What follows belongs to an exercise in optimizing a design on an open flow for small area; a production flow would make more cautious choices. The RTL was checked by simulation tests, not by an equivalence proof against the original design. No driver is modelled on the clock port, so clocking that relies on it looks cheaper here than on a real chip. Power figures rest on the tool's default switching activity, not on a simulated workload.

`config.mk`:
```
export PLATFORM = sky130hd
export DESIGN_NAME = pcore_id
export DESIGN_NICKNAME = pcore_id
export VERILOG_FILES = /design/flow/design.v
export SDC_FILE = /design/flow/constraint.sdc
export NUM_CORES = 4
export LEC_CHECK = 0
export CAP_MARGIN = 10
export CELL_PAD_IN_SITES_DETAIL_PLACEMENT = 1
export CELL_PAD_IN_SITES_GLOBAL_PLACEMENT = 1
export CORE_MARGIN = 2
export CORE_UTILIZATION = 35
export PLACE_DENSITY = 0.45
export SETUP_SLACK_MARGIN = 0.3
export SLEW_MARGIN = 10
```
`constraint.sdc`:
```
create_clock -name core_clock -period 10.0 [get_ports {clk}]
set_input_delay 2.0000 -clock core_clock [delete_from_list [all_inputs] [get_ports {clk}]]
set_output_delay 2.0000 -clock core_clock [all_outputs]
set_load 0.01 [all_outputs]
```
`design.v`:
```
typedef enum logic [16-1:0] {
    MTIME_LOW_R     = 16'hbff8,
    MTIME_HIGH_R    = 16'hbffc,
    MTIMECMP_LOW_R  = 16'h4000,
    MTIMECMP_HIGH_R = 16'h4004
} type_mtime_regs_e;
localparam int unsigned CSR_MTVEC_BASE_ALIGN_VECTOR = 6;
localparam int unsigned CSR_MTVEC_BASE_ALIGN_DIRECT = 2;
localparam int unsigned MODE_BIT = 0;
localparam int unsigned CSR_STVEC_BASE_ALIGN_VECTOR = 6;
localparam int unsigned CSR_STVEC_BASE_ALIGN_DIRECT = 2;
typedef enum logic [11:0] {
    CSR_ADDR_MVENDORID  = 12'hF11,
    CSR_ADDR_MARCHID    = 12'hF12,
    CSR_ADDR_MIMPID     = 12'hF13,
    CSR_ADDR_MHARTID    = 12'hF14,
    CSR_ADDR_MSTATUS    = 12'h300,   
    CSR_ADDR_MISA       = 12'h301,   
    CSR_ADDR_MEDELEG    = 12'h302,   
    CSR_ADDR_MIDELEG    = 12'h303,   
    CSR_ADDR_MIE        = 12'h304,   
    CSR_ADDR_MTVEC      = 12'h305,   
    CSR_ADDR_MCOUNTEREN = 12'h306,   
    CSR_ADDR_MSTATUSH   = 12'h310,   
    CSR_ADDR_MSCRATCH   = 12'h340,   
    CSR_ADDR_MEPC       = 12'h341,   
    CSR_ADDR_MCAUSE     = 12'h342,   
    CSR_ADDR_MTVAL      = 12'h343,   
    CSR_ADDR_MIP        = 12'h344,   
    CSR_ADDR_SSTATUS    = 12'h100,
    CSR_ADDR_SIE        = 12'h104,
    CSR_ADDR_STVEC      = 12'h105,
    CSR_ADDR_SCOUNTEREN = 12'h106,
    CSR_ADDR_SSCRATCH   = 12'h140,
    CSR_ADDR_SEPC       = 12'h141,
    CSR_ADDR_SCAUSE     = 12'h142,
    CSR_ADDR_STVAL      = 12'h143,
    CSR_ADDR_SIP        = 12'h144,
    CSR_ADDR_SATP       = 12'h180,
    CSR_ADDR_PMPCFG0   = 12'h3A0,
    CSR_ADDR_PMPADDR0  = 12'h3B0,
    CSR_ADDR_PMPADDR1  = 12'h3B1,
    CSR_ADDR_PMPADDR2  = 12'h3B2,
    CSR_ADDR_PMPADDR3  = 12'h3B3,
    CSR_ADDR_MCYCLE        = 12'hB00,
    CSR_ADDR_MINSTRET      = 12'hB02,
    CSR_ADDR_MHPMCOUNTER3  = 12'hB03,
    CSR_ADDR_MINSTRETH     = 12'hB82,
    CSR_ADDR_MCYCLEH       = 12'hB80,
    CSR_ADDR_MHPMCOUNTER3H = 12'hB83,
    CSR_ADDR_MCOUNTINHIBIT = 12'h320,
    CSR_ADDR_CYCLE         = 12'hC00,
    CSR_ADDR_TIME          = 12'hC01,
    CSR_ADDR_INSTRET       = 12'hC02,
    CSR_ADDR_CYCLEH        = 12'hC80,
    CSR_ADDR_TIMEH         = 12'hC81,
    CSR_ADDR_INSTRETH      = 12'hC82
} type_csr_addr_e;
localparam int unsigned EXC_CODE_WIDTH = 4;
typedef enum logic [EXC_CODE_WIDTH-1:0] {
    EXC_CODE_INSTR_MISALIGN        = 4'd0,      
    EXC_CODE_INSTR_ACCESS_FAULT    = 4'd1,      
    EXC_CODE_ILLEGAL_INSTR         = 4'd2,      
    EXC_CODE_BREAKPOINT            = 4'd3,      
    EXC_CODE_LD_ADDR_MISALIGN      = 4'd4,      
    EXC_CODE_LD_ACCESS_FAULT       = 4'd5,      
    EXC_CODE_ST_ADDR_MISALIGN      = 4'd6,      
    EXC_CODE_ST_ACCESS_FAULT       = 4'd7,      
    EXC_CODE_ECALL_UMODE           = 4'd8,      
    EXC_CODE_ECALL_SMODE           = 4'd9,      
    EXC_CODE_ECALL_MMODE           = 4'd11,     
    EXC_CODE_INST_PAGE_FAULT       = 4'd12,     
    EXC_CODE_LD_PAGE_FAULT         = 4'd13,     
    EXC_CODE_ST_PAGE_FAULT         = 4'd15,     
    EXC_CODE_NO_EXCEPTION          = 4'd14      
} type_exc_code_e;
localparam int unsigned S_SOFT_INT_IDX  = 1;
localparam int unsigned M_SOFT_INT_IDX  = 3;
localparam int unsigned S_TIMER_INT_IDX = 5;
localparam int unsigned M_TIMER_INT_IDX = 7;
localparam int unsigned S_EXT_INT_IDX   = 9;
localparam int unsigned M_EXT_INT_IDX   = 11;
localparam logic [32-1:0] MIE_SSIP = 1 << S_SOFT_INT_IDX;
localparam logic [32-1:0] MIE_MSIP = 1 << M_SOFT_INT_IDX;
localparam logic [32-1:0] MIE_STIP = 1 << S_TIMER_INT_IDX;
localparam logic [32-1:0] MIE_MTIP = 1 << M_TIMER_INT_IDX;
localparam logic [32-1:0] MIE_SEIP = 1 << S_EXT_INT_IDX;
localparam logic [32-1:0] MIE_MEIP = 1 << M_EXT_INT_IDX;
localparam logic [32-1:0] MIE_MASK = MIE_SSIP | MIE_STIP | MIE_SEIP | MIE_MSIP | MIE_MTIP | MIE_MEIP;
localparam logic [32-1:0] MIP_MASK = MIE_MASK;
localparam logic [32-1:0] SIE_MASK = MIE_SSIP | MIE_STIP | MIE_SEIP;
localparam logic [32-1:0] SIP_MASK = SIE_MASK;
localparam logic [32-1:0] SIE_SSIP = MIE_SSIP;
localparam logic [32-1:0] SIP_SSIP = SIE_SSIP;
localparam int unsigned IRQ_CODE_WIDTH = 4;
typedef enum logic [IRQ_CODE_WIDTH-1:0] {
    IRQ_CODE_NONE       = 4'd0,
    IRQ_CODE_S_SOFTWARE = 4'd1,      
    IRQ_CODE_M_SOFTWARE = 4'd3,      
    IRQ_CODE_S_TIMER    = 4'd5,      
    IRQ_CODE_M_TIMER    = 4'd7,      
    IRQ_CODE_S_EXTERNAL = 4'd9,      
    IRQ_CODE_M_EXTERNAL = 4'd11      
} type_irq_code_e;
typedef enum logic[1:0] {
    PRIV_MODE_M = 2'b11,
    PRIV_MODE_S = 2'b01,
    PRIV_MODE_U = 2'b00
} type_priv_mode_e;
 typedef struct packed {
    logic              sd;      
    logic [7:0]        wpri3;   
    logic              tsr;     
    logic              tw;      
    logic              tvm;     
    logic              mxr;     
    logic              sum;     
    logic              mprv;    
    logic [1:0]        xs;      
    logic [1:0]        fs;      
    type_priv_mode_e   mpp;     
    logic [1:0]        vs;      
    logic              spp;     
    logic              mpie;    
    logic              ube;     
    logic              spie;    
    logic              wpri2;   
    logic              mie;     
    logic              wpri1;   
    logic              sie;     
    logic              wpri0;   
} type_status_reg_s;
localparam logic [32-1:0] STATUS_SIE  = 'h00000002;
localparam logic [32-1:0] STATUS_SPIE = 'h00000020;
localparam logic [32-1:0] STATUS_UBE  = 'h00000040;
localparam logic [32-1:0] STATUS_SPP  = 'h00000100;
localparam logic [32-1:0] STATUS_VS   = 'h00000600;
localparam logic [32-1:0] STATUS_FS   = 'h00006000;
localparam logic [32-1:0] STATUS_XS   = 'h00018000;
localparam logic [32-1:0] STATUS_SUM  = 'h00040000;
localparam logic [32-1:0] STATUS_MXR  = 'h00080000;
localparam logic [32-1:0] STATUS_SD   = 'h80000000;
localparam logic [32-1:0] SSTATUS_READ_MASK  = STATUS_SIE | STATUS_SPIE
                                                | STATUS_UBE | STATUS_SPP
                                                | STATUS_VS  | STATUS_FS
                                                | STATUS_XS  | STATUS_SUM
                                                | STATUS_MXR | STATUS_SD;
localparam logic [32-1:0] SSTATUS_WRITE_MASK = STATUS_SIE | STATUS_SPIE
                                                | STATUS_SPP | STATUS_FS
                                                | STATUS_SUM | STATUS_MXR;
localparam logic [32-1:0] SATP_ASID_MASK  = 'h803FFFFF;
localparam SATP_MODE_WIDTH = 1;
localparam SATP_ASID_WIDTH = 9;
localparam SATP_PPN_WIDTH  = 22;
localparam MODE_SV32       = 1;
typedef struct packed {
    logic [SATP_MODE_WIDTH-1:0] mode;
    logic [SATP_ASID_WIDTH-1:0] asid;
    logic [SATP_PPN_WIDTH-1:0]  ppn;
} type_satp_reg_s;
localparam TVEC_MODE_WIDTH = 2;
localparam TVEC_BASE_WIDTH = 30;
typedef struct packed {
    logic [TVEC_BASE_WIDTH-1:0] base;
    logic [TVEC_MODE_WIDTH-1:0] mode;
} type_tvec_reg_s;
typedef struct packed {
    logic [14:0]                warl7;    
    logic                       uart;
    logic [3:0]                 warl6;
    logic                       meie;     
    logic                       warl5;
    logic                       seie;     
    logic                       warl4;
    logic                       mtie;     
    logic                       warl3;
    logic                       stie;     
    logic                       warl2;
    logic                       msie;     
    logic                       warl1;
    logic                       ssie;     
    logic                       warl0;
} type_mie_reg_s;
typedef struct packed {
    logic [14:0]                warl7;    
    logic                       uart;
    logic [3:0]                 warl6;
    logic                       meip;     
    logic                       warl5;
    logic                       seip;     
    logic                       warl4;
    logic                       mtip;     
    logic                       warl3;
    logic                       stip;     
    logic                       warl2;
    logic                       msip;     
    logic                       warl1;
    logic                       ssip;     
    logic                       warl0;
} type_mip_reg_s;
typedef struct packed {
    logic [14:0]                warl10;    
    logic                       uart;
    logic [3:0]                 warl9;
    logic                       warl8;   
    logic                       warl7;
    logic                       seie;     
    logic                       warl6;
    logic                       warl5;    
    logic                       warl4;
    logic                       stie;     
    logic                       warl3;
    logic                       warl2;    
    logic                       warl1;
    logic                       ssie;     
    logic                       warl0;
} type_sie_reg_s;
typedef struct packed {
    logic [14:0]                warl10;    
    logic                       uart;
    logic [3:0]                 warl9;
    logic                       warl8;   
    logic                       warl7;
    logic                       seip;     
    logic                       warl6;
    logic                       warl5;    
    logic                       warl4;
    logic                       stip;     
    logic                       warl3;
    logic                       warl2;    
    logic                       warl1;
    logic                       ssip;     
    logic                       warl0;
} type_sip_reg_s;
typedef struct packed {
    logic [27:0]               warl1;
    logic                       hpm3;
    logic                       ir;
    logic                       warl0;
    logic                       cy;
} type_mcountinhibit_reg_s;
 typedef enum logic [3:0] {
    AMO_OPS_NONE = '0,
    AMO_OPS_LR,
    AMO_OPS_SC,
    AMO_OPS_SWAP,
    AMO_OPS_ADD,
    AMO_OPS_XOR,
    AMO_OPS_AND,
    AMO_OPS_OR,
    AMO_OPS_MIN,
    AMO_OPS_MAX,
    AMO_OPS_MINU,
    AMO_OPS_MAXU
} type_amo_ops_e;
typedef enum logic [2:0] {
    AMO_IDLE  = 3'h0,
    AMO_LOAD  = 3'h1,
    AMO_OP    = 3'h2,
    AMO_ST    = 3'h3,
    AMO_DONE  = 3'h4
} type_amo_states_e;
typedef struct packed {                            
    type_amo_ops_e                   amo_ops;              
    logic                            is_amo; 
    logic                            amo_flush; 
    logic                            ack;  
} type_lsu2amo_ctrl_s;
typedef struct packed {                            
    logic [32-1:0]                lsu_addr;
    logic [32-1:0]                rs2_operand;
    logic [32-1:0]                r_data; 
} type_lsu2amo_data_s;
typedef struct packed {                      
    logic                            amo_done;      
    logic                            ld_req;     
    logic                            st_req; 
    logic                            rd_wr_req;
} type_amo2lsu_ctrl_s;
typedef struct packed {                            
    logic [32-1:0]                w_data; 
    logic [32-1:0]                amo_wrb_data; 
} type_amo2lsu_data_s;
typedef enum logic [4:0] {
    OPCODE_LOAD_INST      = 5'b00000,
    OPCODE_STORE_INST     = 5'b01000,
    OPCODE_MEM_FENCE_INST = 5'b00011,
    OPCODE_IMM_INST       = 5'b00100,
    OPCODE_AUIPC_INST     = 5'b00101,
    OPCODE_ARITH_INST     = 5'b01100,
    OPCODE_LUI_INST       = 5'b01101,
    OPCODE_BRANCH_INST    = 5'b11000,
    OPCODE_JALR_INST      = 5'b11001,
    OPCODE_JAL_INST       = 5'b11011,
    OPCODE_AMO_INST       = 5'b01011,
    OPCODE_SYSTEM_INST    = 5'b11100
} type_rv_opcode_e;
typedef enum logic {
    ALU_OPR1_PC = '0,        
    ALU_OPR1_REG             
} type_alu_opr1_sel_e;
typedef enum logic {
    ALU_OPR2_IMM = '0,      
    ALU_OPR2_REG            
} type_alu_opr2_sel_e;
typedef enum logic {
    ALU_CMP_OPR2_IMM = '0,  
    ALU_CMP_OPR2_REG        
} type_alu_cmp_opr2_sel_e;
typedef enum logic [3:0] {
    ALU_I_OPS_NONE = '0,    
    ALU_I_OPS_ADD,           
    ALU_I_OPS_SUB,           
    ALU_I_OPS_AND,           
    ALU_I_OPS_OR,            
    ALU_I_OPS_XOR,           
    ALU_I_OPS_SLT,           
    ALU_I_OPS_SLTU,          
    ALU_I_OPS_SLL,           
    ALU_I_OPS_SRL,           
    ALU_I_OPS_SRA,           
    ALU_I_OPS_COPY_OPR1,     
    ALU_I_OPS_COPY_OPR2      
} type_alu_i_ops_e;
typedef enum logic [2:0] {
    ALU_M_OPS_NONE   = '0,    
    ALU_M_OPS_MUL    =  3'b100,         
    ALU_M_OPS_MULHU  =  3'b101,         
    ALU_M_OPS_MULHSU =  3'b110,         
    ALU_M_OPS_MULH   =  3'b111          
} type_alu_m_ops_e;
typedef enum logic [2:0] {
    ALU_D_OPS_NONE   = '0,    
    ALU_D_OPS_DIV    =  3'b100,          
    ALU_D_OPS_DIVU   =  3'b101,          
    ALU_D_OPS_REM    =  3'b110,          
    ALU_D_OPS_REMU   =  3'b111           
} type_alu_d_ops_e;
typedef enum logic [2:0] {
    BR_OPS_NONE = '0,   
    BR_OPS_EQ,           
    BR_OPS_NE,           
    BR_OPS_GE,           
    BR_OPS_GEU,          
    BR_OPS_LT,           
    BR_OPS_LTU           
} type_br_ops_e;
typedef enum logic [2:0] {
    LD_OPS_NONE = '0,
    LD_OPS_LB,
    LD_OPS_LBU,
    LD_OPS_LH,
    LD_OPS_LHU,
    LD_OPS_LW
} type_ld_ops_e;
typedef enum logic [1:0] {
    ST_OPS_NONE = '0,
    ST_OPS_SB,
    ST_OPS_SH,
    ST_OPS_SW
} type_st_ops_e;
typedef enum logic [2:0] {
    RD_WRB_NONE = '0,
    RD_WRB_ALU,                            
    RD_WRB_INC_PC,                         
    RD_WRB_DMEM,                           
    RD_WRB_CSR,                            
    RD_WRB_D_ALU                           
} type_rd_wrb_sel_e;
 typedef enum logic [2:0] {
    SYS_OPS_NONE = '0,
    SYS_OPS_SFENCE_VMA,
    SYS_OPS_SRET,
    SYS_OPS_MRET,
    SYS_OPS_WFI 
} type_sys_ops_e;
 typedef enum logic [1:0] {
    CSR_OPS_NONE = '0,
    CSR_OPS_WRITE,
    CSR_OPS_SET,
    CSR_OPS_CLEAR
} type_csr_ops_e;
typedef enum logic {
    CSR_OPR_REG = '0,        
    CSR_OPR_IMM              
} type_csr_opr_sel_e;
typedef struct packed {                            
    logic [32-1:0]                addr;
    logic                            req; 
} type_if2imem_s;
typedef struct packed {                            
    logic [32-1:0]                r_data;
    logic                            ack;  
} type_imem2if_s;
typedef struct packed {                            
    logic [32-1:0]                instr;
    logic [32-1:0]                pc;
    logic [32-1:0]                pc_next;
    type_exc_code_e                  exc_code;
    logic                            instr_flushed;
} type_if2id_data_s;
typedef struct packed {                            
    logic                            exc_req;
    logic                            irq_req;
} type_if2id_ctrl_s;
typedef struct packed {                            
    logic [32-1:0]                rs1_data;     
    logic [32-1:0]                rs2_data;
    logic [32-1:0]                instr;
    logic [32-1:0]                pc;
    logic [32-1:0]                pc_next;
    logic [32-1:0]                imm;  
    type_exc_code_e                  exc_code;
    logic                            instr_flushed;   
} type_id2exe_data_s;
typedef struct packed {                           
    type_alu_i_ops_e                 alu_i_ops;
    type_alu_m_ops_e                 alu_m_ops;
    type_alu_d_ops_e                 alu_d_ops;
    type_ld_ops_e                    ld_ops;
    type_st_ops_e                    st_ops;
    type_br_ops_e                    branch_ops;
    type_csr_ops_e                   csr_ops;
    type_amo_ops_e                   amo_ops;
    type_sys_ops_e                   sys_ops;
    type_alu_opr1_sel_e              alu_opr1_sel;
    type_alu_opr2_sel_e              alu_opr2_sel;
    type_alu_cmp_opr2_sel_e          alu_cmp_opr2_sel;
    type_csr_opr_sel_e               csr_opr_sel;
    type_rd_wrb_sel_e                rd_wrb_sel;
    logic                            exc_req;
    logic                            rd_wr_req;
    logic                            jump_req;
    logic                            branch_req;
    logic                            fence_i_req;
    logic                            fence_req;
    logic                            irq_req;
} type_id2exe_ctrl_s;
typedef struct packed {                            
    logic [32-1:0]                alu_result;
    logic [32-1:0]                pc_next;
    logic [32-1:0]                rs2_data;
} type_exe2lsu_data_s;
typedef struct packed {  
    logic [4:0]                      rd_addr;                         
    type_rd_wrb_sel_e                rd_wrb_sel;
    type_ld_ops_e                    ld_ops;
    type_st_ops_e                    st_ops;
    type_amo_ops_e                   amo_ops;
    logic                            rd_wr_req;
    logic                            jump_req;
    logic                            branch_req;
    logic                            fence_req;
} type_exe2lsu_ctrl_s;
typedef struct packed {                            
    logic [11:0]                     csr_addr;
    logic [32-1:0]                pc;
    logic [32-1:0]                instr;
    logic [32-1:0]                csr_wdata;  
    type_exc_code_e                  exc_code; 
    logic                            instr_flushed;     
} type_exe2csr_data_s;
typedef struct packed {                           
    type_csr_ops_e                   csr_ops;
    type_sys_ops_e                   sys_ops;
    logic                            exc_req;
    logic                            irq_req;
    logic                            csr_rd_req;
    logic                            csr_wr_req;
    logic                            fence_i_req;
} type_exe2csr_ctrl_s;
typedef struct packed {                           
    type_ld_ops_e                    ld_ops;
    type_st_ops_e                    st_ops;
    logic                            ld_page_fault;
    logic                            st_page_fault;
    logic                            dcache_flush_ack;  
} type_lsu2csr_ctrl_s;
typedef struct packed {                            
    logic [32-1:0]                dbus_addr;
    logic [32-1:0]                pc_next; 
} type_lsu2csr_data_s;
typedef struct packed {                            
    logic [32-1:0]                csr_rdata;     
} type_csr2wrb_data_s;
typedef struct packed { 
    logic [32-1:0]                csr_mhartid;                           
    logic [1:0]                      ext_irq;   
    logic                            timer_irq;   
    logic                            soft_irq; 
    logic                            uart_irq;    
} type_pipe2csr_s;
typedef struct packed {                            
    logic [32-1:0]                alu_result;
    logic [32-1:0]                pc_next;
    logic [32-1:0]                r_data;  
    logic [5-1:0]           rd_addr; 
} type_lsu2wrb_data_s;
typedef struct packed {                           
    type_rd_wrb_sel_e                rd_wrb_sel;
    logic                            rd_wr_req;
} type_lsu2wrb_ctrl_s;
typedef struct packed {                            
    logic [32-1:0]                addr;
    logic [32-1:0]                w_data;
    type_st_ops_e                    st_ops;
    logic                            ld_req;  
    logic                            st_req;  
} type_lsu2dbus_s;
typedef struct packed {                            
    logic [32-1:0]                r_data;
    logic                            ack;  
} type_dbus2lsu_s;
typedef struct packed {                            
    logic [32-1:0]                addr;
    logic [32-1:0]                w_data;
    logic [3:0]                      sel_byte;  
    logic                            w_en;  
    logic                            req;
} type_dbus2peri_s;
typedef struct packed {                            
    logic [32-1:0]                r_data;
    logic                            ack;  
} type_peri2dbus_s;
typedef struct packed {                            
    logic [32-1:0]                pc_new;
} type_exe2if_fb_s;
typedef struct packed {                            
    logic [32-1:0]                pc_new;
    logic                            icache_flush; 
    logic                            irq_req;
} type_csr2if_fb_s;
typedef struct packed {                            
    type_priv_mode_e                 priv_mode;
} type_csr2id_fb_s;
typedef struct packed {                            
    logic [32-1:0]                rd_data;
    logic [5-1:0]           rd_addr;
    logic                            rd_wr_req;  
} type_wrb2id_fb_s;
typedef struct packed {                        
    logic [5-1:0]           rd_addr;
    logic                            rd_wr_req;  
    logic                            lsu_req;
    logic                            lsu_ack;   
} type_lsu2fwd_s;
typedef struct packed {                            
    logic [5-1:0]           rd_addr;
    logic                            rd_wr_req;    
} type_wrb2fwd_s;
typedef struct packed {                            
    logic [5-1:0]           rs1_addr;
    logic [5-1:0]           rs2_addr;
    logic                            new_pc_req;  
    logic                            use_rs1;
    logic                            use_rs2; 
} type_exe2fwd_s;
typedef struct packed {                            
    logic                            new_pc_req; 
    logic                            irq_flush_lsu;
    logic                            wfi_req; 
    logic                            csr_read_req;
} type_csr2fwd_s;
typedef struct packed {  
    logic                            exe_new_pc_req;                            
    logic                            csr_new_pc_req;
    logic                            wfi_req; 
    logic                            if_stall;
} type_fwd2if_s;
typedef struct packed {                            
    logic                            fwd_wrb_rs1;
    logic                            fwd_wrb_rs2; 
    logic                            fwd_lsu_rs1;
    logic                            fwd_lsu_rs2; 
} type_fwd2exe_s;
typedef struct packed {  
    logic                            if2id_pipe_flush; 
    logic                            if2id_pipe_stall;
    logic                            id2exe_pipe_flush;  
    logic                            id2exe_pipe_stall; 
    logic                            exe2lsu_pipe_stall;
    logic                            exe2lsu_pipe_flush;
    logic                            lsu2wrb_pipe_flush; 
    logic                            pipe_fwd_wrb_rs1; 
    logic                            pipe_fwd_wrb_rs2;                          
} type_fwd2ptop_s;
typedef struct packed {  
    logic                            pipe_stall; 
} type_fwd2csr_s;
typedef struct packed {  
    logic                            lsu_flush;                           
} type_fwd2lsu_s;
typedef struct packed {                            
    logic [22-1:0]           satp_ppn;  
    logic                            en_vaddr;
    logic                            en_ld_st_vaddr;
    logic                            mxr; 
    logic                            lsu_flush;  
    logic                            tlb_flush;
    logic                            dcache_flush;
} type_csr2lsu_data_s;
typedef struct packed {                            
    logic [32-1:0]                timer_val_low;  
    logic [32-1:0]                timer_val_high;  
} type_clint2csr_s;
typedef struct packed {                            
    logic [32-1:0]                reg_data;
    logic [5-1:0]           reg_addr;
    logic                            reg_wr_req;  
} type_debug_port_s;
module reg_file (
    input   logic                      rst_n,                
    input   logic                      clk,                  
    input   logic [5-1:0]     rs1_addr_i,           
    input   logic [5-1:0]     rs2_addr_i,           
    output  logic [32-1:0]          rs1_data_o,           
    output  logic [32-1:0]          rs2_data_o,           
    input   logic                      rd_wr_req_i,          
    input   logic [5-1:0]     rd_addr_i,            
    input   logic [32-1:0]          rd_data_i             
);
logic   [32-1:1][32-1:0] register_file;
logic                        wb_en;
logic [5-1:0]       wb_addr;
logic [32-1:0]            wb_data;
always_ff @(negedge clk) begin
    wb_en   <= ~rst_n | (rd_wr_req_i & (|rd_addr_i));
    wb_addr <= rd_addr_i & {5{rst_n}};
    wb_data <= rd_data_i;
end
logic                        wb_clr;
assign wb_clr = wb_en & (wb_addr == '0);
logic   [32-1:1]            row_we, row_keep;
always_comb begin
    for (int i = 1; i < 32; i++) begin
        row_we[i]   = wb_en & (wb_addr == i);
        row_keep[i] = ~(wb_en & ((wb_addr == i) | (wb_addr == '0)));
    end
end
always_ff @(posedge clk) begin
    for (int i = 1; i < 32; i++) begin
        register_file[i] <= (register_file[i] & {32{row_keep[i]}})
                          | (wb_data & {32{row_we[i]}});
    end
end
always_comb begin
    rs1_data_o = '0;
    rs2_data_o = '0;
    for (int i = 1; i < 32; i++) begin
        rs1_data_o = rs1_data_o | (register_file[i] & {32{rs1_addr_i == i}});
        rs2_data_o = rs2_data_o | (register_file[i] & {32{rs2_addr_i == i}});
    end
end
endmodule
module decode (
    input wire type_if2id_data_s              if2id_data_i,
    input wire type_if2id_ctrl_s              if2id_ctrl_i,
    output type_id2exe_data_s                 id2exe_data_o,
    output type_id2exe_ctrl_s                 id2exe_ctrl_o,           
    input wire type_csr2id_fb_s               csr2id_fb_i,
    input wire [32-1:0]                    rf2id_rs1_data,
    input wire [32-1:0]                    rf2id_rs2_data
);
logic [5-1:0]               id2rf_rs1_addr;             
logic [5-1:0]               id2rf_rs2_addr;             
logic [32-1:0]                    instr_codeword;
logic                                illegal_instr;
logic [2:0]                          funct3_opcode;
logic [6:0]                          funct7_opcode;
logic [4:0]                          funct5_opcode;
logic [4:0]                          shift_amt;  
type_if2id_ctrl_s                    if2id_ctrl;
type_if2id_data_s                    if2id_data;
type_id2exe_ctrl_s                   id2exe_ctrl;
type_id2exe_data_s                   id2exe_data;
type_csr2id_fb_s                     csr2id_fb;
type_rv_opcode_e                     instr_opcode;
assign if2id_ctrl = if2id_ctrl_i;
assign if2id_data = if2id_data_i;
assign csr2id_fb  = csr2id_fb_i;
assign instr_codeword = if2id_data.instr;
assign instr_opcode   = type_rv_opcode_e'(instr_codeword[6:2]); 
assign funct7_opcode  = instr_codeword[31:25];
assign funct3_opcode  = instr_codeword[14:12];
assign funct5_opcode  = instr_codeword[24:20];
assign id2rf_rs1_addr = instr_codeword[19:15];
assign id2rf_rs2_addr = instr_codeword[24:20];
assign shift_amt      = instr_codeword[24:20]; 
always_comb begin
    id2exe_ctrl.alu_i_ops  = ALU_I_OPS_NONE;
    id2exe_ctrl.alu_m_ops  = ALU_M_OPS_NONE;
    id2exe_ctrl.alu_d_ops  = ALU_D_OPS_NONE;
    id2exe_ctrl.ld_ops     = LD_OPS_NONE;
    id2exe_ctrl.st_ops     = ST_OPS_NONE;
    id2exe_ctrl.branch_ops = BR_OPS_NONE;
    id2exe_ctrl.csr_ops    = CSR_OPS_NONE;
    id2exe_ctrl.amo_ops    = AMO_OPS_NONE;
    id2exe_ctrl.sys_ops    = SYS_OPS_NONE;
    id2exe_ctrl.alu_opr1_sel     = ALU_OPR1_PC;
    id2exe_ctrl.alu_opr2_sel     = ALU_OPR2_IMM;
    id2exe_ctrl.alu_cmp_opr2_sel = ALU_CMP_OPR2_REG;
    id2exe_ctrl.csr_opr_sel      = CSR_OPR_REG;
    id2exe_ctrl.rd_wrb_sel       = RD_WRB_NONE;
    id2exe_ctrl.rd_wr_req        = 1'b0;
    id2exe_ctrl.jump_req         = 1'b0;
    id2exe_ctrl.branch_req       = 1'b0;
    id2exe_ctrl.exc_req          = 1'b0;
    id2exe_ctrl.fence_i_req      = 1'b0;
    id2exe_ctrl.fence_req        = 1'b0;
    id2exe_ctrl.irq_req          = if2id_ctrl.irq_req;
    id2exe_data.imm      = {{21{instr_codeword[31]}}, instr_codeword[30:20]};
    id2exe_data.rs1_data = rf2id_rs1_data;    
    id2exe_data.rs2_data = rf2id_rs2_data;    
    id2exe_data.instr    = instr_codeword;
    id2exe_data.pc       = if2id_data.pc;
    id2exe_data.pc_next  = if2id_data.pc_next;
    id2exe_data.exc_code = EXC_CODE_NO_EXCEPTION;
    id2exe_data.instr_flushed = if2id_data.instr_flushed;
    illegal_instr       = 1'b0;
       case (instr_opcode)
            OPCODE_ARITH_INST  : begin
                id2exe_ctrl.rd_wrb_sel       = RD_WRB_ALU;
                id2exe_ctrl.alu_opr1_sel     = ALU_OPR1_REG;
                id2exe_ctrl.alu_opr2_sel     = ALU_OPR2_REG;
                id2exe_ctrl.alu_cmp_opr2_sel = ALU_CMP_OPR2_REG;
                id2exe_ctrl.rd_wr_req        = 1'b1;
                 case (funct7_opcode)
                    7'b0000000 : begin
                        id2exe_ctrl.alu_i_ops = (funct3_opcode == 3'b000) ? ALU_I_OPS_ADD
                                              : (funct3_opcode == 3'b001) ? ALU_I_OPS_SLL
                                              : (funct3_opcode == 3'b010) ? ALU_I_OPS_SLT
                                              : (funct3_opcode == 3'b011) ? ALU_I_OPS_SLTU
                                              : (funct3_opcode == 3'b100) ? ALU_I_OPS_XOR
                                              : (funct3_opcode == 3'b101) ? ALU_I_OPS_SRL
                                              : (funct3_opcode == 3'b110) ? ALU_I_OPS_OR
                                              :                             ALU_I_OPS_AND;
                    end  
                    7'b0100000 : begin
                        case (funct3_opcode)
                            3'b000  : id2exe_ctrl.alu_i_ops = ALU_I_OPS_SUB;
                            3'b101  : id2exe_ctrl.alu_i_ops = ALU_I_OPS_SRA;
                            default : illegal_instr         = 1'b1;
                        endcase  
                    end  
                    7'b0000001 : begin
                        if (funct3_opcode[2]) begin
                            id2exe_ctrl.rd_wrb_sel = RD_WRB_D_ALU;
                        end
                        if (funct3_opcode[2]) begin
                            id2exe_ctrl.alu_d_ops = type_alu_d_ops_e'({1'b1, funct3_opcode[1:0]});
                        end else begin
                            id2exe_ctrl.alu_m_ops = type_alu_m_ops_e'({1'b1, funct3_opcode[1] ^ funct3_opcode[0], funct3_opcode[0]});
                        end
                    end  
                    default : illegal_instr = 1'b1;
                endcase  
            end  
            OPCODE_IMM_INST : begin
                id2exe_ctrl.rd_wrb_sel       = RD_WRB_ALU;
                id2exe_ctrl.alu_opr1_sel     = ALU_OPR1_REG;
                id2exe_ctrl.alu_opr2_sel     = ALU_OPR2_IMM;
                id2exe_ctrl.alu_cmp_opr2_sel = ALU_CMP_OPR2_IMM;
                id2exe_ctrl.rd_wr_req        = 1'b1;
                case (funct3_opcode)
                    3'b000 : id2exe_ctrl.alu_i_ops = ALU_I_OPS_ADD;            
                    3'b010 : id2exe_ctrl.alu_i_ops = ALU_I_OPS_SLT;            
                    3'b011 : id2exe_ctrl.alu_i_ops = ALU_I_OPS_SLTU;           
                    3'b100 : id2exe_ctrl.alu_i_ops = ALU_I_OPS_XOR;            
                    3'b110 : id2exe_ctrl.alu_i_ops = ALU_I_OPS_OR;             
                    3'b111 : id2exe_ctrl.alu_i_ops = ALU_I_OPS_AND;            
                    3'b001 : begin
                              id2exe_data.imm     = 32'(shift_amt);      
                              id2exe_ctrl.alu_i_ops = ALU_I_OPS_SLL;            
                    end
                    3'b101 : begin
                        case (funct7_opcode)
                            7'b0000000 : begin
                                id2exe_data.imm     = 32'(shift_amt);   
                                id2exe_ctrl.alu_i_ops = ALU_I_OPS_SRL;           
                            end
                            7'b0100000 : begin
                                id2exe_data.imm     = 32'(shift_amt);   
                                id2exe_ctrl.alu_i_ops = ALU_I_OPS_SRA;           
                            end
                            default : illegal_instr  =  1'b1;
                        endcase  
                    end
                endcase  
            end  
            OPCODE_AUIPC_INST : begin
                id2exe_ctrl.rd_wrb_sel   = RD_WRB_ALU;
                id2exe_ctrl.alu_opr1_sel = ALU_OPR1_PC;
                id2exe_ctrl.alu_opr2_sel = ALU_OPR2_IMM;
                id2exe_ctrl.alu_i_ops    = ALU_I_OPS_ADD;
                id2exe_ctrl.rd_wr_req    = 1'b1;                 
                id2exe_data.imm          = {instr_codeword[31:12], 12'b0};
            end  
            OPCODE_LUI_INST : begin
                id2exe_ctrl.rd_wrb_sel   = RD_WRB_ALU;
                id2exe_ctrl.alu_opr2_sel = ALU_OPR2_IMM;
                id2exe_ctrl.alu_i_ops    = ALU_I_OPS_COPY_OPR2;
                id2exe_ctrl.rd_wr_req    = 1'b1;                
                id2exe_data.imm          = {instr_codeword[31:12], 12'b0};
            end  
            OPCODE_LOAD_INST : begin
                id2exe_ctrl.rd_wrb_sel   = RD_WRB_DMEM;
                id2exe_ctrl.alu_opr1_sel = ALU_OPR1_REG;
                id2exe_ctrl.alu_opr2_sel = ALU_OPR2_IMM;
                id2exe_ctrl.alu_i_ops    = ALU_I_OPS_ADD;
                id2exe_ctrl.rd_wr_req    = 1'b1;
                case (funct3_opcode)
                    3'b000  : id2exe_ctrl.ld_ops = LD_OPS_LB;             
                    3'b001  : id2exe_ctrl.ld_ops = LD_OPS_LH;             
                    3'b010  : id2exe_ctrl.ld_ops = LD_OPS_LW;             
                    3'b100  : id2exe_ctrl.ld_ops = LD_OPS_LBU;            
                    3'b101  : id2exe_ctrl.ld_ops = LD_OPS_LHU;            
                    default : illegal_instr      =  1'b1;                 
                endcase  
            end  
            OPCODE_STORE_INST : begin
                id2exe_ctrl.alu_opr1_sel = ALU_OPR1_REG;
                id2exe_ctrl.alu_opr2_sel = ALU_OPR2_IMM;
                id2exe_ctrl.alu_i_ops    = ALU_I_OPS_ADD;
                id2exe_data.imm          = {{21{instr_codeword[31]}}, instr_codeword[30:25], instr_codeword[11:7]};
                case (funct3_opcode)
                    3'b000  : id2exe_ctrl.st_ops = ST_OPS_SB;             
                    3'b001  : id2exe_ctrl.st_ops = ST_OPS_SH;             
                    3'b010  : id2exe_ctrl.st_ops = ST_OPS_SW;             
                    default : illegal_instr      =  1'b1;                 
                endcase  
            end  
            OPCODE_MEM_FENCE_INST : begin
                case (funct3_opcode)
                    3'b000  : id2exe_ctrl.fence_req = 1'b1;               
                    3'b001  : id2exe_ctrl.fence_i_req = 1'b1;             
                    default : illegal_instr           = 1'b1;             
                endcase  
            end  
            OPCODE_BRANCH_INST : begin
                id2exe_ctrl.alu_opr1_sel     = ALU_OPR1_PC;
                id2exe_ctrl.alu_opr2_sel     = ALU_OPR2_IMM;
                id2exe_ctrl.alu_cmp_opr2_sel = ALU_CMP_OPR2_REG;
                id2exe_ctrl.alu_i_ops        = ALU_I_OPS_ADD;
                id2exe_ctrl.branch_req       = 1'b1;
                id2exe_data.imm              = {{20{instr_codeword[31]}}, instr_codeword[7], instr_codeword[30:25], instr_codeword[11:8], 1'b0};
                case (funct3_opcode)
                    3'b000  : id2exe_ctrl.branch_ops = BR_OPS_EQ;             
                    3'b001  : id2exe_ctrl.branch_ops = BR_OPS_NE;             
                    3'b100  : id2exe_ctrl.branch_ops = BR_OPS_LT;             
                    3'b101  : id2exe_ctrl.branch_ops = BR_OPS_GE;             
                    3'b110  : id2exe_ctrl.branch_ops = BR_OPS_LTU;            
                    3'b111  : id2exe_ctrl.branch_ops = BR_OPS_GEU;            
                    default : begin                                           
                        illegal_instr          = 1'b1;
                        id2exe_ctrl.branch_req = 1'b0;
                    end
                endcase  
            end  
            OPCODE_JALR_INST : begin
                id2exe_ctrl.rd_wrb_sel   = RD_WRB_INC_PC;
                id2exe_ctrl.alu_opr1_sel = ALU_OPR1_REG;
                id2exe_ctrl.alu_opr2_sel = ALU_OPR2_IMM;
                id2exe_ctrl.alu_i_ops    = ALU_I_OPS_ADD;
                id2exe_ctrl.rd_wr_req    = 1'b1;
                id2exe_ctrl.jump_req     = 1'b1;
            end  
            OPCODE_JAL_INST : begin
                id2exe_ctrl.rd_wrb_sel   = RD_WRB_INC_PC;
                id2exe_ctrl.alu_opr1_sel = ALU_OPR1_PC;
                id2exe_ctrl.alu_opr2_sel = ALU_OPR2_IMM;
                id2exe_ctrl.alu_i_ops    = ALU_I_OPS_ADD;
                id2exe_ctrl.rd_wr_req    = 1'b1;
                id2exe_ctrl.jump_req     = 1'b0;  
                id2exe_data.imm          = {{12{instr_codeword[31]}}, instr_codeword[19:12], instr_codeword[20], instr_codeword[30:21], 1'b0};
            end  
            OPCODE_SYSTEM_INST : begin
                case (funct3_opcode)
                    3'b001 : begin               
                        id2exe_ctrl.alu_opr1_sel = ALU_OPR1_REG;
                        id2exe_ctrl.rd_wrb_sel   = RD_WRB_CSR;
                        id2exe_ctrl.csr_ops      = CSR_OPS_WRITE;
                        id2exe_ctrl.csr_opr_sel  = CSR_OPR_REG;
                    end
                    3'b010 : begin               
                        id2exe_ctrl.alu_opr1_sel = ALU_OPR1_REG;
                        id2exe_ctrl.rd_wrb_sel   = RD_WRB_CSR;
                        id2exe_ctrl.csr_ops      = CSR_OPS_SET;
                        id2exe_ctrl.csr_opr_sel  = CSR_OPR_REG;
                    end
                    3'b011 : begin              
                        id2exe_ctrl.alu_opr1_sel = ALU_OPR1_REG;
                        id2exe_ctrl.rd_wrb_sel   = RD_WRB_CSR;
                        id2exe_ctrl.csr_ops      = CSR_OPS_CLEAR;
                        id2exe_ctrl.csr_opr_sel  = CSR_OPR_REG;
                    end
                    3'b101 : begin              
                        id2exe_ctrl.rd_wrb_sel  = RD_WRB_CSR;
                        id2exe_ctrl.csr_ops     = CSR_OPS_WRITE;
                        id2exe_ctrl.csr_opr_sel = CSR_OPR_IMM;
                    end
                    3'b110 : begin              
                        id2exe_ctrl.rd_wrb_sel  = RD_WRB_CSR;
                        id2exe_ctrl.csr_ops     = CSR_OPS_SET;
                        id2exe_ctrl.csr_opr_sel = CSR_OPR_IMM;
                    end
                    3'b111 : begin              
                        id2exe_ctrl.rd_wrb_sel  = RD_WRB_CSR;
                        id2exe_ctrl.csr_ops     = CSR_OPS_CLEAR;
                        id2exe_ctrl.csr_opr_sel = CSR_OPR_IMM;
                    end
                    3'b000 : begin
                        case (funct7_opcode)
                            7'b0000000 : begin        
                                case (funct5_opcode)
                                    5'b00000 : begin   
                                        id2exe_ctrl.exc_req  = 1'b1;
                                        id2exe_data.exc_code = EXC_CODE_ECALL_MMODE;
                                        case (csr2id_fb.priv_mode)
                                            PRIV_MODE_M: id2exe_data.exc_code = EXC_CODE_ECALL_MMODE;
                                            PRIV_MODE_S: id2exe_data.exc_code = EXC_CODE_ECALL_SMODE;
                                            PRIV_MODE_U: id2exe_data.exc_code = EXC_CODE_ECALL_UMODE;
                                            default:       ;  
                                        endcase
                                    end
                                    5'b00001 : begin   
                                        id2exe_ctrl.exc_req  = 1'b1;
                                        id2exe_data.exc_code = EXC_CODE_BREAKPOINT;
                                    end
                                    default : illegal_instr  =  1'b1; 
                                endcase  
                            end
                            7'b0001000 : begin        
                                case (funct5_opcode)
                                    5'b00010 : begin   
                                        id2exe_ctrl.sys_ops    = SYS_OPS_SRET;
                                    end
                                    5'b00101 : begin   
                                        id2exe_ctrl.sys_ops    = SYS_OPS_WFI;  
                                    end
                                    default : illegal_instr  =  1'b1; 
                                endcase  
                            end
                            7'b0011000 : begin         
                                id2exe_ctrl.sys_ops    = SYS_OPS_MRET;                               
                            end
                            7'b0001001 : begin         
                                id2exe_ctrl.sys_ops    = SYS_OPS_SFENCE_VMA;                               
                            end
                            default : illegal_instr = 1'b1;
                        endcase  
                    end
                    default : illegal_instr = 1'b1;    
                endcase  
            end  
            OPCODE_AMO_INST : begin
                id2exe_ctrl.rd_wrb_sel   = RD_WRB_DMEM;   
                id2exe_ctrl.alu_opr1_sel = ALU_OPR1_REG;
                id2exe_ctrl.alu_opr2_sel = ALU_OPR2_REG;
                id2exe_ctrl.ld_ops       = LD_OPS_LW;     
                id2exe_ctrl.st_ops       = ST_OPS_SW;     
                id2exe_ctrl.alu_i_ops    = ALU_I_OPS_COPY_OPR1;
                id2exe_ctrl.rd_wr_req    = 1'b1;         
                if (funct3_opcode == 3'b010) begin              
                    case (funct7_opcode[6:2])
                        5'b00000  : id2exe_ctrl.amo_ops = AMO_OPS_ADD;                   
                        5'b00001  : id2exe_ctrl.amo_ops = AMO_OPS_SWAP;                  
                        5'b00010  : begin 
                            id2exe_ctrl.amo_ops = AMO_OPS_LR;                            
                            id2exe_ctrl.st_ops  = ST_OPS_NONE;                           
                            if (funct5_opcode != '0) illegal_instr = 1'b1;
                        end
                        5'b00011  : id2exe_ctrl.amo_ops = AMO_OPS_SC;                    
                        5'b00100  : id2exe_ctrl.amo_ops = AMO_OPS_XOR;                   
                        5'b01000  : id2exe_ctrl.amo_ops = AMO_OPS_OR;                    
                        5'b01100  : id2exe_ctrl.amo_ops = AMO_OPS_AND;                   
                        5'b10000  : id2exe_ctrl.amo_ops = AMO_OPS_MIN;                   
                        5'b10100  : id2exe_ctrl.amo_ops = AMO_OPS_MAX;                   
                        5'b11000  : id2exe_ctrl.amo_ops = AMO_OPS_MINU;                  
                        5'b11100  : id2exe_ctrl.amo_ops = AMO_OPS_MAXU;                  
                        default   : illegal_instr       = 1'b1;                          
                    endcase  
                end else begin
                    illegal_instr = 1'b1;
                end  
            end  
            default : begin
                illegal_instr = 1'b1;
            end
        endcase  
   if(illegal_instr | if2id_ctrl.exc_req)  begin
     id2exe_ctrl.alu_i_ops   = ALU_I_OPS_NONE;
     id2exe_ctrl.alu_m_ops   = ALU_M_OPS_NONE;
     id2exe_ctrl.alu_d_ops   = ALU_D_OPS_NONE;
     id2exe_ctrl.ld_ops      = LD_OPS_NONE;
     id2exe_ctrl.st_ops      = ST_OPS_NONE;
     id2exe_ctrl.branch_ops  = BR_OPS_NONE;
     id2exe_ctrl.csr_ops     = CSR_OPS_NONE;
     id2exe_ctrl.amo_ops     = AMO_OPS_NONE;
     id2exe_ctrl.sys_ops     = SYS_OPS_NONE;
     id2exe_ctrl.rd_wrb_sel  = RD_WRB_NONE;
     id2exe_ctrl.exc_req     = 1'b1;
     id2exe_ctrl.rd_wr_req   = 1'b0;
     id2exe_ctrl.jump_req    = 1'b0;
     id2exe_ctrl.branch_req  = 1'b0;
     id2exe_ctrl.fence_i_req = 1'b0;
     id2exe_ctrl.fence_req   = 1'b0;
     if (if2id_ctrl.exc_req) begin
         id2exe_data.exc_code = if2id_data.exc_code; 
     end else begin
     id2exe_data.exc_code    = EXC_CODE_ILLEGAL_INSTR;
     end
   end
end  
assign id2exe_ctrl_o = id2exe_ctrl;
assign id2exe_data_o = id2exe_data; 
endmodule
module pcore_id (
    input  logic          clk,
    input  logic          rst_n,                  
    input  logic [100:0]  if2id_data_i,           
    input  logic [1:0]    if2id_ctrl_i,           
    input  logic [1:0]    csr2id_fb_i,            
    input  logic [37:0]   wrb2id_fb_i,            
    output logic [196:0]  id2exe_data_o,          
    output logic [40:0]   id2exe_ctrl_o           
);
type_wrb2id_fb_s      wrb2id_fb;
assign wrb2id_fb = type_wrb2id_fb_s'(wrb2id_fb_i);
logic                 valid_q;                
logic [100:0]         if2id_data_q;
logic [1:0]           if2id_ctrl_q;
logic [1:0]           csr2id_fb_q;
always_ff @(posedge clk) begin
    if (~rst_n) begin
        valid_q      <= 1'b0;
        if2id_data_q <= '0;
        if2id_ctrl_q <= '0;
        csr2id_fb_q  <= '0;
    end else begin
        valid_q      <= 1'b1;
        if2id_data_q <= if2id_data_i;
        if2id_ctrl_q <= if2id_ctrl_i;
        csr2id_fb_q  <= csr2id_fb_i;
    end
end
type_if2id_data_s     if2id_data;
assign if2id_data = type_if2id_data_s'(if2id_data_q);
logic [32-1:0]     rs1_data, rs2_data;
reg_file rf_module (
    .rst_n          (rst_n),
    .clk            (clk),
    .rs1_addr_i     (if2id_data.instr[19:15]),
    .rs2_addr_i     (if2id_data.instr[24:20]),
    .rs1_data_o     (rs1_data),
    .rs2_data_o     (rs2_data),
    .rd_wr_req_i    (wrb2id_fb.rd_wr_req),
    .rd_addr_i      (wrb2id_fb.rd_addr),
    .rd_data_i      (wrb2id_fb.rd_data)
);
type_id2exe_data_s    id2exe_data;
type_id2exe_ctrl_s    id2exe_ctrl;
decode decode_module (
    .if2id_data_i   (if2id_data),
    .if2id_ctrl_i   (type_if2id_ctrl_s'(if2id_ctrl_q)),
    .id2exe_data_o  (id2exe_data),
    .id2exe_ctrl_o  (id2exe_ctrl),
    .csr2id_fb_i    (type_csr2id_fb_s'(csr2id_fb_q)),
    .rf2id_rs1_data (rs1_data),
    .rf2id_rs2_data (rs2_data)
);
always_comb begin
    id2exe_data_o = id2exe_data;
    id2exe_ctrl_o = valid_q ? id2exe_ctrl : '0;
    if (~valid_q) id2exe_data_o[4:1] = '0;
end
endmodule
```
`flow/run.sh`:
```
#!/bin/bash
# Standard ORFS layout (the standard.sh) with these changes:
#  - ports are buffered with the smallest buffer (buf_1) instead of ORFS's default pick
#  - clock tree: clkbuf_4 buffers, small sink clusters, no dummy loads
#  - after clock tree synthesis, cells with spare slack are downsized (flow/post_cts.tcl)
set -euo pipefail
bash standard.sh \
  "BUFFER_PORTS_ARGS=-buffer_cell sky130_fd_sc_hd__buf_1" \
  "CTS_ARGS=-sink_clustering_enable -repair_clock_nets -dont_use_dummy_load -buf_list sky130_fd_sc_hd__clkbuf_4 -sink_clustering_size 8 -sink_clustering_max_diameter 50" \
  "POST_CTS_TCL=$PWD/flow/post_cts.tcl" \
  finish > standard_flow.log 2>&1
```
`flow/post_cts.tcl`:
```
# Downsize cells that have timing slack to spare (power recovery also
# shrinks area), then legalize the placement again.
repair_timing -recover_power 100 -setup_margin 0.3 -match_cell_footprint
detailed_placement
check_placement -verbose
```
`standard.sh`:
```
#!/bin/bash
# synth_recipe.tcl (not shown) runs the flow's synth.tcl, then flattens the netlist and writes it again
# the make line also repeats each setting of config.mk as NAME=value (left out here)
make -C /OpenROAD-flow-scripts/flow DESIGN_CONFIG=/design/flow/config.mk WORK_HOME=/design/flow/orfs CLKGATE_MAP_FILE= SYNTH_SCRIPT=/design/flow/synth_recipe.tcl "${@:-finish}"
```
==> insert_results.sql <==
INSERT INTO impl_metrics (metric_group, metric, value, unit) VALUES
('yosys', 'mux_contribution_to_synthesized_area', '0.244', '%'),
('yosys', 'synth_ff_type', 'sky130_fd_sc_hd__dfxtp_1', ''),
('yosys', 'ys_warn_count', '3', ''),
('grt', 'grt_pass1_wl', '442', 'mm'),
('pwr', 'switching_share', '32.6', '%'),
('clock_network', 'insertion_delay', '1.24', 'ns'),
('yosys', 'post_synth_fa_ha_maj_area_fraction', '0.105', '%'),
('sta', 'unrepaired_setup_endpoints_after_global_routing', 'no', ''),
('yosys', 'synthCells', '4924', ''),
('yosys', 'postSynthRegisterBits', '1136', ''),
('die', 'design.portCount', '383', ''),
('yosys', 'synthXorXnorAreaFrac', '0.0551', '%'),
('sta', 'slew_violations', '0', ''),
('clock_network', 'cts.sinks', '1136', ''),
('placed_design', 'place.gp.congestion', '0.919', ''),
('hold_path', 'worstHoldPathCells', '2', ''),
('sta', 'skew', '0.240', 'ns'),
('grt', 'number_of_antenna_violations_at_the_first_check_in_global_routing', '27', ''),
('yosys', 'post_synthesis_instance_area', '0.0477', 'mm²'),
('routing', 'detail_route.drc_violations', '0', ''),
('pwr', 'maximum_resistive_drop_on_vdd', '0.112', 'mV'),
('pwr', 'switching_power_total', '2.83', 'mW'),
('routing', 'post_drt_via_cell_ratio', '7.50', ''),
('setup_path', 'crit_path_max_fanout', '37', ''),
('die', 'core_box_area', '0.135', 'mm²'),
('pwr', 'power.total', '8.68', 'mW'),
('yosys', 'ys_async_rst_share', '0', '%'),
('run', 'cap_viol_max_count', '0', ''),
('grt', 'grt_pass1_vias', '48700', ''),
('placed_design', 'place.port_buffers', '382', ''),
('setup_path', 'critical_path.reg2reg.startpoint', 'rf_module.wb_addr[4]$_DFF_N_', ''),
('pwr', 'internal-power', '5.85', 'mW'),
('routing', 'routed_wire_length_per_instance', '48.0', 'µm'),
('routing', 'vias_after_detailed_routing', '51600', ''),
('yosys', 'synth_compound_gate_area_share', '34.8', '%'),
('sta', 'finalHoldViolCount', '0', ''),
('clock_network', 'cts_tree', 'built', ''),
('setup_path', 'r2r_cells', '7', ''),
('pwr', 'pwr-share-comb', '12.3', '%'),
('pwr', 'clkPwrFrac', '30.1', '%'),
('die', 'floorplan.rows', '135', ''),
('pwr', 'pwr_density_cell', '165', 'mW/mm²'),
('finish', 'final_layout_size_suffix_gt1_share', '10.2', '%'),
('outcome', 'run_status', 'timing/DRC/antenna clean', ''),
('setup_path', 'r2r_setup_slack', '0.63', 'ns'),
('pwr', 'p_leak', '19.7', 'nW'),
('clock_network', 'clk_pin_slew_worst_paths', '0.10', 'ns'),
('finish', 'synthToLayoutAreaGrowth', '10.3', '%'),
('placed_design', 'place.detailed.hpwl', '187', 'mm'),
('die', 'die_area', '0.139', 'mm²'),
('die', 'die_height', '373', 'µm'),
('setup_path', 'cp_data_required_time', '11.07', 'ns'),
('hold_path', 'hold-path-endpoint', 'rf_module.register_file[480]$_DFF_P_', ''),
('setup_path', 'critical_path.startpoint_type', 'flop', ''),
('yosys', 'synth_simple_gate_area_share', '11.1', '%'),
('die', 'die_width', '373', 'µm'),
('pwr', 'power.share.sequential', '57.6', '%'),
('routing', 'detail_route.wirelength', '330', 'mm'),
('routing', 'antenna_violating_nets_post_route', '0', ''),
('grt', 'grt_start_max_net_pins', '74', ''),
('sta', 'setup-violations-final', '0', ''),
('sta', 'fin_setup_tns', '0', 'ns'),
('hold_path', 'hold_path.class', 'flop to flop', ''),
('yosys', 'synth_enable_flop_cells', '0', ''),
('setup_path', 'timing_worst_setup_path_type', 'flop to flop', ''),
('yosys', 'synth_seq_area_share', '47.7', '%'),
('grt', 'grt.total_usage', '45.6', '%'),
('hold_path', 'timing.hold.worst.start', 'rf_module.register_file[480]$_DFF_P_', ''),
('setup_path', 'worstReg2RegEnd', 'rf_module.register_file[629]$_DFF_P_', ''),
('sta', 'timing_worst_slew_pin_value', '1.47', 'ns'),
('yosys', 'syn_nets', '5073', ''),
('yosys', 'largest_family_of_logic_cells_by_synthesized_area', 'compound AO/OA/AOI/OAI gates', ''),
('die', 'floorplan.initialDensity', '35.2', '%'),
('grt', 'globalRouteOverflowTotal', '0', ''),
('setup_path', 'endpoint_kind', 'flop', ''),
('setup_path', 'arrival', '10.44', 'ns'),
('routing', 'drt_first_iter_violations', '10000', ''),
('finish', 'nets', '5229', ''),
('yosys', 'post_synth.cell_area_avg', '9.68', 'µm²'),
('sta', 'timing.max_slew.rel_slack', '2.03', '%'),
('yosys', 'synthDistinctLibCells', '64', ''),
('routing', 'dr.pass1.iters', '7', '');
==> cell usage after synthesis, types with 3 or more instances <==
cell type	count	area [µm²]
sky130_fd_sc_hd__buf_2	6	30.0
sky130_fd_sc_hd__ha_1	4	50.1
sky130_fd_sc_hd__a222oi_1	49	490
sky130_fd_sc_hd__or4_1	16	120
sky130_fd_sc_hd__or3_1	12	75.1
sky130_fd_sc_hd__a32oi_1	7	61.3
sky130_fd_sc_hd__a21oi_1	20	100
sky130_fd_sc_hd__nor2_1	193	724
sky130_fd_sc_hd__dfxtp_1	1136	22700
sky130_fd_sc_hd__nor4_2	6	75.1
sky130_fd_sc_hd__xnor2_1	3	26.3
sky130_fd_sc_hd__a21o_1	9	67.6
sky130_fd_sc_hd__mux2i_1	6	60.1
sky130_fd_sc_hd__and3_1	10	62.6
sky130_fd_sc_hd__nand3_1	71	355
sky130_fd_sc_hd__nor4b_1	4	35.0
sky130_fd_sc_hd__a31oi_1	9	56.3
sky130_fd_sc_hd__nand4_1	77	482
sky130_fd_sc_hd__and2_1	116	726
sky130_fd_sc_hd__o21a_1	6	45.0
sky130_fd_sc_hd__or3b_2	8	70.1
sky130_fd_sc_hd__a22oi_1	857	6430
sky130_fd_sc_hd__clkbuf_1	475	1780
sky130_fd_sc_hd__nor4_1	39	244
sky130_fd_sc_hd__buf_1	59	221
sky130_fd_sc_hd__mux2_2	3	33.8
sky130_fd_sc_hd__o21ai_0	52	260
sky130_fd_sc_hd__a221oi_1	16	140
sky130_fd_sc_hd__inv_1	13	48.8
sky130_fd_sc_hd__nor2b_1	16	100
sky130_fd_sc_hd__nor3b_1	8	60.1
sky130_fd_sc_hd__and4_1	18	158
sky130_fd_sc_hd__or2_2	7	43.8
sky130_fd_sc_hd__nand2b_1	14	87.6
sky130_fd_sc_hd__nand3b_1	8	60.1
sky130_fd_sc_hd__a2111oi_0	3	26.3
sky130_fd_sc_hd__nor3_1	71	355
sky130_fd_sc_hd__o211ai_1	5	37.5
sky130_fd_sc_hd__a22o_1	982	8600
sky130_fd_sc_hd__buf_4	99	743
sky130_fd_sc_hd__a211oi_1	4	30.0
sky130_fd_sc_hd__o2111ai_1	3	26.3
sky130_fd_sc_hd__nand2_1	375	1410
==> state kept, by name, summed over array words and instances, names as in the netlist <==
name	count
rf_module.wb_en	1
if2id_data_q	101
if2id_ctrl_q	2
rf_module.wb_data	32
valid_q	1
rf_module.wb_addr	5
rf_module.register_file	992
csr2id_fb_q	2
==> per-stage QoR <==
step,cells,instance area (µm²),setup WS (ns),hold WS (ns),utilization (%)
floorplan,4924,47700,2.19,0.448,-
global placement,6622,50800,0.978,0.466,37.5
detailed placement,6632,51000,1.45,0.478,37.7
global route,6866,52600,0.618,0.514,38.8
finish,6876,52600,0.629,0.496,38.9
==> power groups by stage <==
| stage | clock, mW | combinational [mW] | sequential [mW] |
|---|---|---|---|
| finish | 2.61 | 1.06 | 5.00 |
| global route | 2.81 | 1.07 | 5.01 |
| detailed placement | 0.0238 | 1.01 | 5.08 |
| global placement | 0.0238 | 0.990 | 5.09 |
| floorplan | 0.0238 | 0.536 | 4.96 |
==> placed cells by master, fill, tap and decap left out, drive strengths merged, types with 20 or more instances in the layout <==
| cell type | instances |
|---|---|
| a21oi | 20 |
| nor4 | 45 |
| nand3 | 71 |
| buf | 576 |
| a222oi | 49 |
| inv | 50 |
| clkbuf | 182 |
| o21ai | 52 |
| nand2 | 375 |
| a22o | 982 |
| nand4 | 77 |
| dfxtp | 1136 |
| nor2 | 193 |
| and2 | 117 |
| nor3 | 71 |
| a22oi | 857 |
==> cells by family (layout without fill, tap and decap cells) <==
group                      count (synthesis)  after routing
AOI/OAI and AO/OA                       2043           2043
buffers and inverters                    654            808
DFF                                     1136           1136
muxes                                     10             10
xor gates and xnor gates                   3              3
other                                      0             17
adders and majority gates                  4              4
and+or+nand+nor                         1074           1074
==> final cells by class <==
| type | count | area, µm² |
|---|---|---|
| fill | 15300 | 82700 |
| multi-input combinational | 3134 | 22900 |
| sequential | 1136 | 22800 |
| timing repair buffer | 582 | 3170 |
| tap | 1781 | 2230 |
| clock buffer | 176 | 1320 |
| clock inverter | 38 | 143 |
| inverter | 12 | 45.0 |
| antenna | 17 | 42.5 |
==> worst max path at each step <==
stage,from,endpoint
final,rf_module.wb_addr[4]$_DFF_N_,rf_module.register_file[629]$_DFF_P_
after global routing,rf_module.wb_addr[4]$_DFF_N_,rf_module.register_file[622]$_DFF_P_
after detailed placement,rf_module.wb_addr[4]$_DFF_N_,rf_module.register_file[930]$_DFF_P_
after global placement,rf_module.wb_addr[4]$_DFF_N_,rf_module.register_file[891]$_DFF_P_
after floorplan,wrb2id_fb_i[3],rf_module.wb_en$_DFF_N_
==> per-layer routing <==
layer,vias up,track usage [%],routed length [µm]
li1,19300,-,-
met1,26100,59.4,128000
met2,4750,65.4,135000
met3,1402,14.0,42400
met4,22,28.6,24100
met5,-,0,164
==> critical path, stage by stage (launching register included) <==
cell                      delay, ns
sky130_fd_sc_hd__dfxtp_4       0.58
sky130_fd_sc_hd__nor2b_1       0.35
sky130_fd_sc_hd__nand2_1       0.31
sky130_fd_sc_hd__nor2_4        0.81
sky130_fd_sc_hd__buf_1         0.86
sky130_fd_sc_hd__nor2_4        0.32
sky130_fd_sc_hd__buf_2         0.66
sky130_fd_sc_hd__a22o_1        0.37
